This design comes from an exercise in tuning for small area on the open sky130 flow, not from production work.
The RTL was checked by simulation tests, not by an equivalence proof against the original design.
No activity file was given, so power comes from the tool's default toggle rates.

File: flow/flow/nf.abc
strash
&get -n
&dch
&nf -R 1000
&put
File: flow/constraint.sdc
create_clock -name core_clock -period 13.0 [get_ports {CLK}]
set_input_delay 2.6000 -clock core_clock [delete_from_list [all_inputs] [get_ports {CLK}]]
set_output_delay 2.6000 -clock core_clock [all_outputs]
set_load 0.01 [all_outputs]
File: flow/config.mk
export PLATFORM = sky130hd
export DESIGN_NAME = MyCPU
export DESIGN_NICKNAME = MyCPU
export VERILOG_FILES = /design/flow/design.v
export SDC_FILE = /design/flow/constraint.sdc
export NUM_CORES = 4
export LEC_CHECK = 0
export ABC_AREA = 1
export CAP_MARGIN = 20
export CORE_MARGIN = 2
export CORE_UTILIZATION = 40
export CTS_BUF_LIST = sky130_fd_sc_hd__clkbuf_16
export CTS_CLUSTER_DIAMETER = 100
export CTS_CLUSTER_SIZE = 24
export GPL_ROUTABILITY_DRIVEN = 1
export PLACE_DENSITY = 0.45
export SLEW_MARGIN = 20
export SYNTH_HIERARCHICAL = 1
export SYNTH_MINIMUM_KEEP_SIZE = 0
File: flow/flow/run.sh
#!/bin/bash
set -euo pipefail
W=$(pwd)
{
  cat <<EOF
proc abc {args} {
  set i [lsearch -exact \$args -script]
  if {\$i >= 0} { lset args [expr {\$i + 1}] $W/flow/nf.abc }
  yosys abc {*}\$args
}
EOF
  cat synth_recipe.tcl
} > my_synth.tcl
bash standard.sh SYNTH_SCRIPT=$W/my_synth.tcl "BUFFER_PORTS_ARGS=-buffer_cell sky130_fd_sc_hd__buf_1" finish > standard.log 2>&1
File: flow/design.v
`timescale 1ns / 1ps
module MyCPU(
  input CLK,
  input RST,
  output [31:0] nextPC,
  output [31:0] currPC,
  input [31:0] InsData,
  output [31:0] IRIns,
  output [5:0] op,
  output [4:0] rs,
  output [4:0] rt,
  output [4:0] rd,
  output [15:0] ID_immediate,
  output RegWre,
  output RegDst,
  output [1:0] J,
  output MEM_Read,
  output MEM_Write,
  output MEMtoReg,
  output ExtSign,
  output [2:0] ALUOp,
  output [31:0] Reg_DataBusA,
  output [31:0] Reg_DataBusB,
  output [4:0] addr,
  output [31:0] extended,
  output [1:0] MEM_Con,
  output [1:0] WB_Con,
  output [2:0] ALUCon,
  output [4:0] ID_EX_Reg_RS,
  output [4:0] ID_EX_Reg_RT,
  output [4:0] ID_EX_Reg_RD,
  output [31:0] ID_EX_Reg_immediate,
  output [31:0] ID_EX_DataBusA,
  output [31:0] ID_EX_DataBusB,
  output [31:0] result,
  output EX_MEM_Write_Con,
  output EX_MEM_Read_Con,
  output [31:0] EX_MEM_ALUOut,
  output EX_MEM_MEMtoReg,
  output EX_MEM_RegWre,
  output [4:0] EX_MEM_Reg_RD,
  output [31:0] rData,
  output WB_RegWre,
  output [31:0] WB_DataBus,
  output [4:0] WB_Reg_RD,
  output stall,
  output [1:0] ForwardA,
  output [1:0] ForwardB,
  output Flash,
  output [1:0] PCSrc
  );
  integer i;
  reg [31:0] pc_q;
  reg [31:0] ir_q;
  assign currPC = pc_q;
  assign IRIns = ir_q;
  always @(posedge CLK) ir_q <= InsData;
  reg [5:0] op_q;
  reg [4:0] rs_q, rt_q;
  reg [15:0] imm_q;
  assign op = op_q;
  assign rs = rs_q;
  assign rt = rt_q;
  assign rd = imm_q[15:11];
  assign ID_immediate = imm_q;
  always @(posedge CLK or negedge RST)
    if (!RST) begin
      op_q <= 6'b0; rs_q <= 5'b0; rt_q <= 5'b0; imm_q <= 16'b0;
    end else if (Flash) begin
      op_q <= 6'b0; rs_q <= 5'b0; rt_q <= 5'b0; imm_q <= 16'b0;
    end else begin
      op_q <= ir_q[31:26]; rs_q <= ir_q[25:21]; rt_q <= ir_q[20:16]; imm_q <= ir_q[15:0];
    end
  wire op_add  = op_q == 6'b000000;
  wire op_addi = op_q == 6'b000001;
  wire op_sub  = op_q == 6'b000010;
  wire op_subi = op_q == 6'b000011;
  wire op_cmp  = op_q == 6'b000100;
  wire op_cmps = op_q == 6'b000101;
  wire op_sl   = op_q == 6'b000110;
  wire op_sr   = op_q == 6'b000111;
  wire op_or   = op_q == 6'b001000;
  wire op_and  = op_q == 6'b001001;
  wire op_mw   = op_q == 6'b010000;
  wire op_mr   = op_q == 6'b010001;
  wire op_mov  = op_q == 6'b100000;
  wire op_movi = op_q == 6'b100001;
  wire op_jmp  = op_q == 6'b100010;
  wire op_jb   = op_q == 6'b100011;
  assign RegWre = op_add | op_addi | op_sub | op_subi | op_cmp | op_cmps | op_sl | op_sr |
                  op_or | op_and | op_mr | op_mov | op_movi;
  assign RegDst = op_addi | op_subi | op_movi | op_jmp | op_jb;
  assign J = {op_jmp | op_jb, op_jb};
  assign MEM_Read = op_mr;
  assign MEM_Write = op_mw;
  assign MEMtoReg = op_mw | op_mr;
  assign ExtSign = op_addi | op_subi | op_movi;
  assign ALUOp[2] = op_sl | op_sr | op_or | op_and;
  assign ALUOp[1] = op_cmp | op_jb | op_cmps | op_or | op_and;
  assign ALUOp[0] = op_sub | op_subi | op_cmps | op_sr | op_and;
  assign addr = RegDst ? rt_q : imm_q[15:11];
  wire [4:0] ID_RT = RegDst ? 5'b0 : rt_q;
  assign extended = {{16{ExtSign & imm_q[15]}}, imm_q};
  reg [1:0] memc_q, wbc_q;
  reg [2:0] aluc_q;
  reg [4:0] exrs_q, exrt_q, exrd_q;
  reg [16:0] eximm_q;
  reg [31:0] exa_q, exb_q;
  assign MEM_Con = memc_q;
  assign WB_Con = {memc_q[1] | memc_q[0], wbc_q[0]};
  assign ALUCon = aluc_q;
  assign ID_EX_Reg_RS = exrs_q;
  assign ID_EX_Reg_RT = exrt_q;
  assign ID_EX_Reg_RD = exrd_q;
  assign ID_EX_Reg_immediate = {{15{eximm_q[16]}}, eximm_q};
  assign ID_EX_DataBusA = exa_q;
  assign ID_EX_DataBusB = exb_q;
  always @(posedge CLK or negedge RST)
    if (!RST) begin
      memc_q <= 2'b0; wbc_q <= 2'b0; aluc_q <= 3'b0;
      exrs_q <= 5'b0; exrt_q <= 5'b0; exrd_q <= 5'b0;
      eximm_q <= 17'b0; exa_q <= 32'b0; exb_q <= 32'b0;
    end else begin
      memc_q <= {MEM_Read, MEM_Write};
      wbc_q <= {MEMtoReg, RegWre};
      aluc_q <= ALUOp;
      exrs_q <= rs_q;
      exrt_q <= ID_RT;
      exrd_q <= addr;
      eximm_q <= extended[16:0];
      exa_q <= Reg_DataBusA;
      exb_q <= Reg_DataBusB;
    end
  wire [31:0] MEM_ALU_DataBus;
  wire [31:0] rf [1:31];
  reg [31:1] rf_v;
  wire wb_we = WB_RegWre & (WB_Reg_RD != 5'b0);
  wire [31:1] rf_we;
  genvar w, b;
  generate for (w = 1; w < 32; w = w + 1) begin : rfw
    assign rf_we[w] = wb_we & (WB_Reg_RD == w);
    wire enb = ~rf_we[w];
    reg [31:0] q;
    wire [31:0] nq;
    for (b = 0; b < 32; b = b + 1) begin : bt
      cell_hold h(.en(rf_we[w]), .d(WB_DataBus[b]), .enb(enb), .q(q[b]), .y(nq[b]));
    end
    always @(posedge CLK) q <= nq;
    assign rf[w] = q;
  end endgenerate
  always @(posedge CLK or negedge RST)
    if (!RST) rf_v <= 31'b0;
    else rf_v <= rf_v | rf_we;
  reg ph_p, ph_n;
  always @(posedge CLK or negedge RST)
    if (!RST) ph_p <= 1'b0;
    else ph_p <= ~ph_p;
  always @(negedge CLK or negedge RST)
    if (!RST) ph_n <= 1'b0;
    else ph_n <= ph_p;
  wire ph = ph_p ^ ph_n;
  wire [4:0] ra = ph ? rt_q : ir_q[25:21];
  wire mem_we = EX_MEM_RegWre & (EX_MEM_Reg_RD != 5'b0);
  wire ext = ph & ExtSign;
  wire hitM = ~ph & mem_we & (EX_MEM_Reg_RD == ra);
  wire hitW = wb_we & (WB_Reg_RD == ra);
  wire kill = ~ph & Flash;    
  wire [33:0] sel;
  assign sel[0] = ~kill & ~ext & ~hitM & hitW;
  assign sel[32] = ext;
  assign sel[33] = ~kill & ~ext & hitM;
  generate for (w = 1; w < 32; w = w + 1) begin : rsel
    assign sel[w] = ~kill & ~ext & ~hitM & ~hitW & rf_v[w] & (ra == w);
  end endgenerate
  wire [31:0] rport;
  generate for (b = 0; b < 32; b = b + 1) begin : rdb
    wire [33:0] col;
    assign col[0] = WB_DataBus[b];
    assign col[32] = extended[b];
    assign col[33] = MEM_ALU_DataBus[b];
    for (w = 1; w < 32; w = w + 1) begin : c
      assign col[w] = rf[w][b];
    end
    cell_mux34 m(.s(sel), .d(col), .y(rport[b]));
  end endgenerate
  reg [31:0] rdA_q, rdB_q;
  always @(posedge CLK or negedge RST)
    if (!RST) rdA_q <= 32'b0;
    else rdA_q <= rport;
  always @(negedge CLK or negedge RST)
    if (!RST) rdB_q <= 32'b0;
    else rdB_q <= rport;
  assign Reg_DataBusA = rdA_q;
  assign Reg_DataBusB = rdB_q;
  wire fwA1 = (EX_MEM_Reg_RD == exrs_q) && (EX_MEM_Reg_RD != 5'b0) && EX_MEM_RegWre;
  wire fwA2 = (WB_Reg_RD == exrs_q) && (WB_Reg_RD != 5'b0) && WB_RegWre;
  wire fwB1 = (EX_MEM_Reg_RD == exrt_q) && (EX_MEM_Reg_RD != 5'b0) && EX_MEM_RegWre;
  wire fwB2 = (WB_Reg_RD == exrt_q) && (WB_Reg_RD != 5'b0) && WB_RegWre;
  assign ForwardA = {~fwA1 & fwA2, fwA1};
  assign ForwardB = {~fwB1 & fwB2, fwB1};
  wire [31:0] A = fwA1 ? MEM_ALU_DataBus : fwA2 ? WB_DataBus : exa_q;
  wire [31:0] B = fwB1 ? MEM_ALU_DataBus : fwB2 ? WB_DataBus : exb_q;
  wire [2:0] c = aluc_q;
  wire sub = ~c[2] & (c[1] | c[0]);
  wire [31:0] Bx = B ^ {32{sub}};
  wire [31:0] ag = A & Bx;
  wire [31:0] ap = A ^ Bx;
  reg [31:0] G, P;
  integer l, k;
  always @(*) begin
    G = ag;
    P = ap;
    G[0] = ag[0] | (ap[0] & sub);
    for (l = 1; l < 32; l = l * 2)
      for (k = 2 * l - 1; k < 32; k = k + 2 * l) begin
        G[k] = G[k] | (P[k] & G[k - l]);
        P[k] = P[k] & P[k - l];
      end
    for (l = 8; l >= 1; l = l / 2)
      for (k = 3 * l - 1; k < 32; k = k + 2 * l) begin
        G[k] = G[k] | (P[k] & G[k - l]);
        P[k] = P[k] & P[k - l];
      end
  end
  wire [31:0] sum = ap ^ {G[30:0], sub};
  wire lt_u = ~G[31];
  wire lt_s = (A[31] ^ B[31]) ? A[31] : lt_u;
  wire big = |B[31:5];
  wire [31:0] Arev, shl, shrev;
  genvar g;
  generate for (g = 0; g < 32; g = g + 1) begin : rv
    assign Arev[g] = A[31 - g];
    assign shrev[g] = shl[31 - g];
  end endgenerate
  assign shl = (c[0] ? Arev : A) << B[4:0];
  wire s_sum = ~c[2] & ~c[1];
  wire s_ltu = ~c[2] & c[1] & ~c[0];
  wire s_lts = ~c[2] & c[1] & c[0];
  wire s_shl = c[2] & ~c[1] & ~c[0] & ~big;
  wire s_shr = c[2] & ~c[1] & c[0] & ~big;
  wire s_lg = c[2] & c[1];
  wire s_or = c[2] & c[1] & ~c[0];
  assign result = ({32{s_sum}} & sum) | ({32{s_shl}} & shl) | ({32{s_shr}} & shrev) |
                  ({32{s_lg}} & ag) | ({32{s_or}} & ap) |
                  {31'b0, (s_ltu & lt_u) | (s_lts & lt_s)};
  assign Flash = J[1] & (~J[0] | result[0]);
  assign PCSrc = {J[1] & ~J[0], J[1] & J[0] & result[0]};
  assign stall = ((rs_q == exrd_q) || (ID_RT == exrd_q)) && (exrd_q != 5'b0);
  wire [31:0] pc4 = {pc_q[31:2] + 30'd1, pc_q[1:0]};
  wire sgn = eximm_q[16];
  wire [31:0] pcb;
  wire [8:0] bc;
  assign bc[0] = 1'b0;
  generate for (g = 0; g < 8; g = g + 1) begin : lo
    assign pcb[g] = pc4[g] ^ eximm_q[g] ^ bc[g];
    assign bc[g + 1] = (pc4[g] & eximm_q[g]) | (bc[g] & (pc4[g] | eximm_q[g]));
  end endgenerate
  wire [8:0] b0, b1;
  wire [7:0] s0, s1;
  assign b0[0] = 1'b0;
  assign b1[0] = 1'b1;
  generate for (g = 0; g < 8; g = g + 1) begin : mid
    assign s0[g] = pc4[g + 8] ^ eximm_q[g + 8] ^ b0[g];
    assign b0[g + 1] = (pc4[g + 8] & eximm_q[g + 8]) | (b0[g] & (pc4[g + 8] | eximm_q[g + 8]));
    assign s1[g] = pc4[g + 8] ^ eximm_q[g + 8] ^ b1[g];
    assign b1[g + 1] = (pc4[g + 8] & eximm_q[g + 8]) | (b1[g] & (pc4[g + 8] | eximm_q[g + 8]));
  end endgenerate
  assign pcb[15:8] = bc[8] ? s1 : s0;
  wire c16 = bc[8] ? b1[8] : b0[8];
  wire [15:0] hi = pc4[31:16];
  wire [16:0] ic, dc;
  assign ic[0] = 1'b1;
  assign dc[0] = 1'b1;
  generate for (g = 0; g < 16; g = g + 1) begin : hd
    assign ic[g + 1] = ic[g] & hi[g];
    assign dc[g + 1] = dc[g] & ~hi[g];
  end endgenerate
  wire up = c16 & ~sgn;
  wire dn = ~c16 & sgn;
  assign pcb[31:16] = hi ^ ({16{up}} & ic[15:0]) ^ ({16{dn}} & dc[15:0]);
  wire nb = RST & PCSrc[0];
  wire nj = RST & PCSrc[1];
  wire n4 = RST & ~PCSrc[0] & ~PCSrc[1];
  assign nextPC = ({32{nb}} & pcb) | ({32{nj}} & {14'b0, eximm_q[15:0], 2'b00}) | ({32{n4}} & pc4);
  always @(posedge CLK or negedge RST)
    if (!RST) pc_q <= 32'b0;
    else if (!stall) pc_q <= nextPC;
  reg exm_w, exm_r, exm_rw;
  reg [31:0] exm_out;
  reg [4:0] exm_rd;
  assign EX_MEM_Write_Con = exm_w;
  assign EX_MEM_Read_Con = exm_r;
  assign EX_MEM_ALUOut = exm_out;
  assign EX_MEM_MEMtoReg = exm_w | exm_r;
  assign EX_MEM_RegWre = exm_rw;
  assign EX_MEM_Reg_RD = exm_rd;
  always @(posedge CLK or negedge RST)
    if (!RST) begin
      exm_w <= 1'b0; exm_r <= 1'b0; exm_rw <= 1'b0; exm_out <= 32'b0; exm_rd <= 5'b0;
    end else begin
      exm_r <= memc_q[1];
      exm_w <= memc_q[0];
      exm_rw <= wbc_q[0];
      exm_out <= result;
      exm_rd <= exrd_q;
    end
  wire [31:0] dm [0:31];
  reg [31:0] dm_v;
  wire [31:0] dm_we;
  generate for (w = 0; w < 32; w = w + 1) begin : dmw
    assign dm_we[w] = exm_w & (exm_rd == w);
    wire enb = ~dm_we[w];
    reg [31:0] q;
    wire [31:0] nq;
    for (b = 0; b < 32; b = b + 1) begin : bt
      cell_hold h(.en(dm_we[w]), .d(exm_out[b]), .enb(enb), .q(q[b]), .y(nq[b]));
    end
    always @(posedge CLK) q <= nq;
    assign dm[w] = q;
  end endgenerate
  always @(posedge CLK or negedge RST)
    if (!RST) dm_v <= 32'b0;
    else dm_v <= dm_v | dm_we;
  wire [31:0] selM;
  generate for (w = 0; w < 32; w = w + 1) begin : msel
    assign selM[w] = exm_r & dm_v[w] & (exm_out[4:0] == w);
  end endgenerate
  generate for (b = 0; b < 32; b = b + 1) begin : rdm
    wire [31:0] col;
    for (w = 0; w < 32; w = w + 1) begin : c
      assign col[w] = dm[w][b];
    end
    cell_mux32 mm(.s(selM), .d(col), .y(rData[b]));
  end endgenerate
  assign MEM_ALU_DataBus = EX_MEM_MEMtoReg ? rData : exm_out;
  reg wb_rw;
  reg [31:0] wb_d;
  reg [4:0] wb_rd;
  assign WB_RegWre = wb_rw;
  assign WB_DataBus = wb_d;
  assign WB_Reg_RD = wb_rd;
  always @(posedge CLK or negedge RST)
    if (!RST) begin
      wb_rw <= 1'b0; wb_d <= 32'b0; wb_rd <= 5'b0;
    end else begin
      wb_rw <= exm_rw;
      wb_rd <= exm_rd;
      wb_d <= MEM_ALU_DataBus;
    end
endmodule
module cell_hold(input en, input d, input enb, input q, output y);
  assign y = (en & d) | (enb & q);
endmodule
module cell_aoi222(input a1, input a2, input b1, input b2, input c1, input c2, output y);
  assign y = ~((a1 & a2) | (b1 & b2) | (c1 & c2));
endmodule
module cell_aoi22(input a1, input a2, input b1, input b2, output y);
  assign y = ~((a1 & a2) | (b1 & b2));
endmodule
module cell_nand11(input [10:0] x, output y);
  assign y = ~(&x);
endmodule
module cell_mux32(input [31:0] s, input [31:0] d, output y);
  wire [10:0] t;
  genvar i;
  generate for (i = 0; i < 10; i = i + 1) begin : g
    cell_aoi222 u(.a1(s[3*i]), .a2(d[3*i]), .b1(s[3*i+1]), .b2(d[3*i+1]), .c1(s[3*i+2]), .c2(d[3*i+2]), .y(t[i]));
  end endgenerate
  cell_aoi22 u10(.a1(s[30]), .a2(d[30]), .b1(s[31]), .b2(d[31]), .y(t[10]));
  cell_nand11 n(.x(t), .y(y));
endmodule
module cell_mux33(input [32:0] s, input [32:0] d, output y);
  wire [10:0] t;
  genvar i;
  generate for (i = 0; i < 11; i = i + 1) begin : g
    cell_aoi222 u(.a1(s[3*i]), .a2(d[3*i]), .b1(s[3*i+1]), .b2(d[3*i+1]), .c1(s[3*i+2]), .c2(d[3*i+2]), .y(t[i]));
  end endgenerate
  cell_nand11 n(.x(t), .y(y));
endmodule
module cell_mux34(input [33:0] s, input [33:0] d, output y);
  wire [11:0] t;
  genvar i;
  generate for (i = 0; i < 11; i = i + 1) begin : g
    cell_aoi222 u(.a1(s[3*i]), .a2(d[3*i]), .b1(s[3*i+1]), .b2(d[3*i+1]), .c1(s[3*i+2]), .c2(d[3*i+2]), .y(t[i]));
  end endgenerate
  cell_nand2 u11(.a(s[33]), .b(d[33]), .y(t[11]));
  cell_nand12 n(.x(t), .y(y));
endmodule
module cell_nand2(input a, input b, output y);
  assign y = ~(a & b);
endmodule
module cell_nand12(input [11:0] x, output y);
  assign y = ~(&x);
endmodule
File: flow/standard.sh
#!/bin/bash
# synth_recipe.tcl (not shown) runs the flow's synth.tcl, then flattens the netlist and writes it again
# the make line also repeats each setting of config.mk as NAME=value (left out here)
make -C /OpenROAD-flow-scripts/flow DESIGN_CONFIG=/design/flow/config.mk WORK_HOME=/design/flow/orfs CLKGATE_MAP_FILE= SYNTH_SCRIPT=/design/flow/synth_recipe.tcl "${@:-finish}"
==> impl_metrics.py <==
metrics = {
    "grt": {
        "grt_max_degree": 70,
        "grt_util_all_layers_pct": 37.5,
        "grt_overflow": 0,
        "grt_pass1_vias": 76300,
        "antenna_found_initial": 23,
        "grt_pass1_wl_mm": 606,
    },
    "floorplanning": {
        "initial_core_util_pct": 40.1,
        "die_h_microns": 473,
        "die_area_sq_mm": 0.224,
        "die_w_microns": 473,
        "core-area_sq_mm": 0.219,
        "ioPinCount": 548,
        "fp-row-count": 172,
    },
    "critical_path": {
        "rrSetupSlack_ps": -2260,
        "r2r-start": "exm_out[0]$_DFF_PN0_",
        "r2r_cells": 46,
        "max_stage_delay_ps": 790,
        "cp_slowest_cell": "a222oi_1",
        "critPathRequiredTime_ps": 7080,
        "critPathKind": "reg2reg",
        "r2r_end": "rdB_q[22]$_DFF_NN0_",
        "worst_ep_arrival_time_ps": 9350,
        "path_max_fanout": 8,
        "cp-end-kind": "flip-flop",
        "start_kind": "flip-flop",
    },
    "synth": {
        "synthArstFlopShare_pct": 15.4,
        "syn_area_sq_mm": 0.0879,
        "seq_area_frac_synth_pct": 57.3,
        "synth_nets": 7322,
        "yosysTopAreaCell": "dfxtp_1",
        "synth.area.top_cells": "dfxtp_1 47%, a22o_1 20%, dfrtp_1 9.7%",
        "ys.flop_type": "dfxtp_1",
        "ys_types": 45,
        "yosys_register_bits": 2421,
        "synth-edff-count": 0,
        "syn_avg_cell_area_sq_um": 12.2,
        "yosysWarnings": 7,
        "yosysTopAreaCellShare_pct": 46.6,
        "syn_inst": 7221,
    },
    "timing": {
        "final_hold_viol_count": 0,
        "final.setup_skew_ps": 109,
        "worst_slack_ps": -2260,
        "worst_slew_pin_slew_ps": 1050,
        "slew_violations": 0,
        "setup_viol": 32,
        "slew_headroom_pct": 29.4,
        "rsz0062_at_grt": "yes",
    },
    "placement": {
        "portBuffers": 547,
        "place_congestion": 0.959,
        "hpwl_mm": 304,
        "dpl.cell_count": 12000,
        "dpl_cell_area_sq_mm": 0.105,
    },
    "routing": {
        "route.detailed.drc": 0,
        "post_drt_wl_per_cell_microns": 35.6,
        "drt_pass1_iterations": 10,
        "drtAntennaViolNets": 0,
        "wirelength_mm": 439,
        "vias": 80300,
        "drt_iter0_markers": 12200,
        "via_per_inst": 6.52,
    },
    "pwr": {
        "power.density_mw_per_mm2": 135,
        "power_w": 0.0150,
        "peakVddDrop_uv": 125,
        "power_leakage_nw": 45.7,
    },
    "clock_tree": {
        "htree_levels": 3,
        "cts_tree": "yes",
        "cts_buffer_depth": 3,
        "clkTransAtPathRegs_ps": 100,
        "cts_root_buf": "clkbuf_16",
        "numCtsBuffers": 118,
        "clk_latency_ps": 840,
        "cts_sinks": 2421,
    },
    "run_status": {
        "outcome": "finished with violations",
        "failed_checks": "setup timing",
    },
    "finish": {
        "final_util_pct": 50.4,
        "layout-drive-gt1-share_pct": 20.3,
        "layout-area-overhead-vs-synth_pct": 25.6,
        "layout.nets": 9453,
        "num-fill-cells": 19900,
        "final_cell_area_sq_mm": 0.110,
        "final_cells": 12300,
    },
    "hold_path": {
        "min_to": "exa_q[5]$_DFF_PN0_",
        "hold_depth": 0,
        "min_from": "rdA_q[5]$_DFF_PN0_",
        "hp-class": "reg2reg",
    },
    "flow_run": {
        "maxCapViolCount": 0,
    },
}
==> cells in the final DEF, fill, tap and decap left out, types with 66 or more instances in the layout <==
master        n
buf_4      1429
buf_12       66
xnor2_1      90
nand2b_1     75
dfxtp_1    2048
o21ai_0     105
nor2_1      209
buf_1       546
a222oi_1    694
dfrtp_1     316
a21oi_1     108
nand4_1     209
a22o_1     2021
clkbuf_16   124
mux2i_1     112
a22oi_1      76
clkinv_1    158
nand2_1     278
==> what timing repair did <==
action | CTS | global route
gates cloned | 8 | 1
resized for setup | 85 | 72
endpoints found under the setup margin | 32 | 35
hold buffers | 0 | 0
setup buffers | 84 | 20
pin swaps | 131 | 125
==> cell type report <==
| class | count | area (sq um) | area share (%) |
|---|---|---|---|
| sequential | 2421 | 50400 | 45.6 |
| multi-input combinational | 4535 | 37300 | 33.8 |
| timing repair buffer | 2112 | 15000 | 13.6 |
| tap | 2871 | 3590 | 3.25 |
| clock buffer | 124 | 3100 | 2.81 |
| inverter | 164 | 624 | 0.565 |
| clock inverter | 66 | 450 | 0.408 |
| antenna | 15 | 37.5 | 0.0340 |
==> per-stage QoR <==
step | setup WS [ps] | hold WS [ps] | TNS, ps
finish | -2260 | 391 | -68440
global route | -2480 | 398 | -76670
CTS | -2190 | 393 | -66190
detailed placement | -2930 | 371 | -86080
global placement | -2960 | 365 | -89910
floorplan | -4380 | 355 | -139800
==> critical path, delay by kind of cell, from the launching register on <==
family / cells / cell delay (ps)
AND/OR/NAND/NOR: 20 / 2730
buffers and inverters: 8 / 1040
adder cells (fa/ha/maj): 1 / 400
XOR/XNOR: 1 / 170
AO/OA/AOI/OAI: 15 / 3270
flip-flops: 1 / 550
multiplexers: 1 / 330
==> layer usage <==
layer  global-route usage, %  routed length (microns)  vias to the layer above  part of all wire (%)
met5                       0                      113                        -                 0.026
met4                    27.7                    38400                       16                   8.8
met3                    5.65                    31400                      852                   7.2
met2                    58.7                   198000                     4250                    45
met1                    47.0                   170000                    40900                    39
li1                        -                        -                    34300                     -
==> report_power, final <==
part	internal (W)	switching, W
combinational	0.000792	0.00151
sequential	0.00791	0.000366
clock	0.00178	0.00260
total	0.0105	0.00448
==> registers in the layout, summed over array words and instances, names as in the netlist, 6 cells and up <==
| signal | flops |
|---|---|
| eximm_q | 17 |
| rf_v | 31 |
| rfw.q | 992 |
| exb_q | 32 |
| dmw.q | 1024 |
| dm_v | 32 |
| imm_q | 16 |
| rdB_q | 32 |
| pc_q | 32 |
| op_q | 6 |
| exa_q | 32 |
| wb_d | 32 |
| ir_q | 32 |
| exm_out | 32 |
| rdA_q | 32 |
==> Yosys cell counts, types with 5 or more instances <==
library cell,count
a211oi_1,8
a21o_1,6
a21oi_1,112
a221o_1,8
a221oi_1,8
a222oi_1,694
a22o_1,2021
a22oi_1,78
a31oi_1,5
and2_0,47
and3_1,41
buf_4,105
clkinv_1,164
dfrtn_1,33
dfrtp_1,340
dfxtp_1,2048
fa_1,30
ha_1,37
mux2_1,47
mux2i_1,113
nand2_1,301
nand2b_1,80
nand3_1,19
nand4_1,209
nor2_1,219
nor2b_1,19
nor3_1,72
nor4_1,15
o211ai_1,9
o21a_1,12
o21ai_0,115
o22ai_1,16
or2_0,8
or3_1,36
xnor2_1,92
xor2_1,38
==> how the worst max path moves through the flow <==
stage / start / endpoint / slack [ps] / cells past startpoint
detailed placement: exm_out[2]$_DFF_PN0_ / rdB_q[21]$_DFF_NN0_ / -2930 / 47
finish: exm_out[0]$_DFF_PN0_ / rdB_q[22]$_DFF_NN0_ / -2260 / 46
floorplan: exm_out[0]$_DFF_PN0_ / rdB_q[0]$_DFF_NN0_ / -4380 / 42
global route: exm_out[1]$_DFF_PN0_ / rdB_q[18]$_DFF_NN0_ / -2480 / 47
CTS: exm_out[3]$_DFF_PN0_ / rdB_q[21]$_DFF_NN0_ / -2190 / 49
global placement: exm_out[0]$_DFF_PN0_ / rdB_q[20]$_DFF_NN0_ / -2960 / 46
==> per-module statistics from Yosys (local to each module, per instance), excerpt <==
module / flops+latches / times used / cell area (sq um) / cells inside
cell_nand12: 0 / 32 / 25.0 / 4
cell_hold: 0 / 2016 / 8.76 / 1
MyCPU: 2421 / 1 / 61600 / 4213
cell_nand11: 0 / 32 / 22.5 / 4
cell_aoi222: 0 / 672 / 10.0 / 1
cell_nand2: 0 / 32 / 3.75 / 1
cell_aoi22: 0 / 32 / 7.51 / 1
==> logic make-up (layout without fill, tap and decap cells) <==
kind of cell | after synthesis | in the layout | synth area share, %
buf+inv | 269 | 2466 | 1.60
xor+xnor | 130 | 130 | 1.30
compound gates | 3104 | 3104 | 30.7
other cells | 0 | 15 | 0
mux | 160 | 160 | 1.89
flops | 2421 | 2421 | 57.3
simple gates | 1070 | 1074 | 6.01
fa+ha+maj | 67 | 67 | 1.21
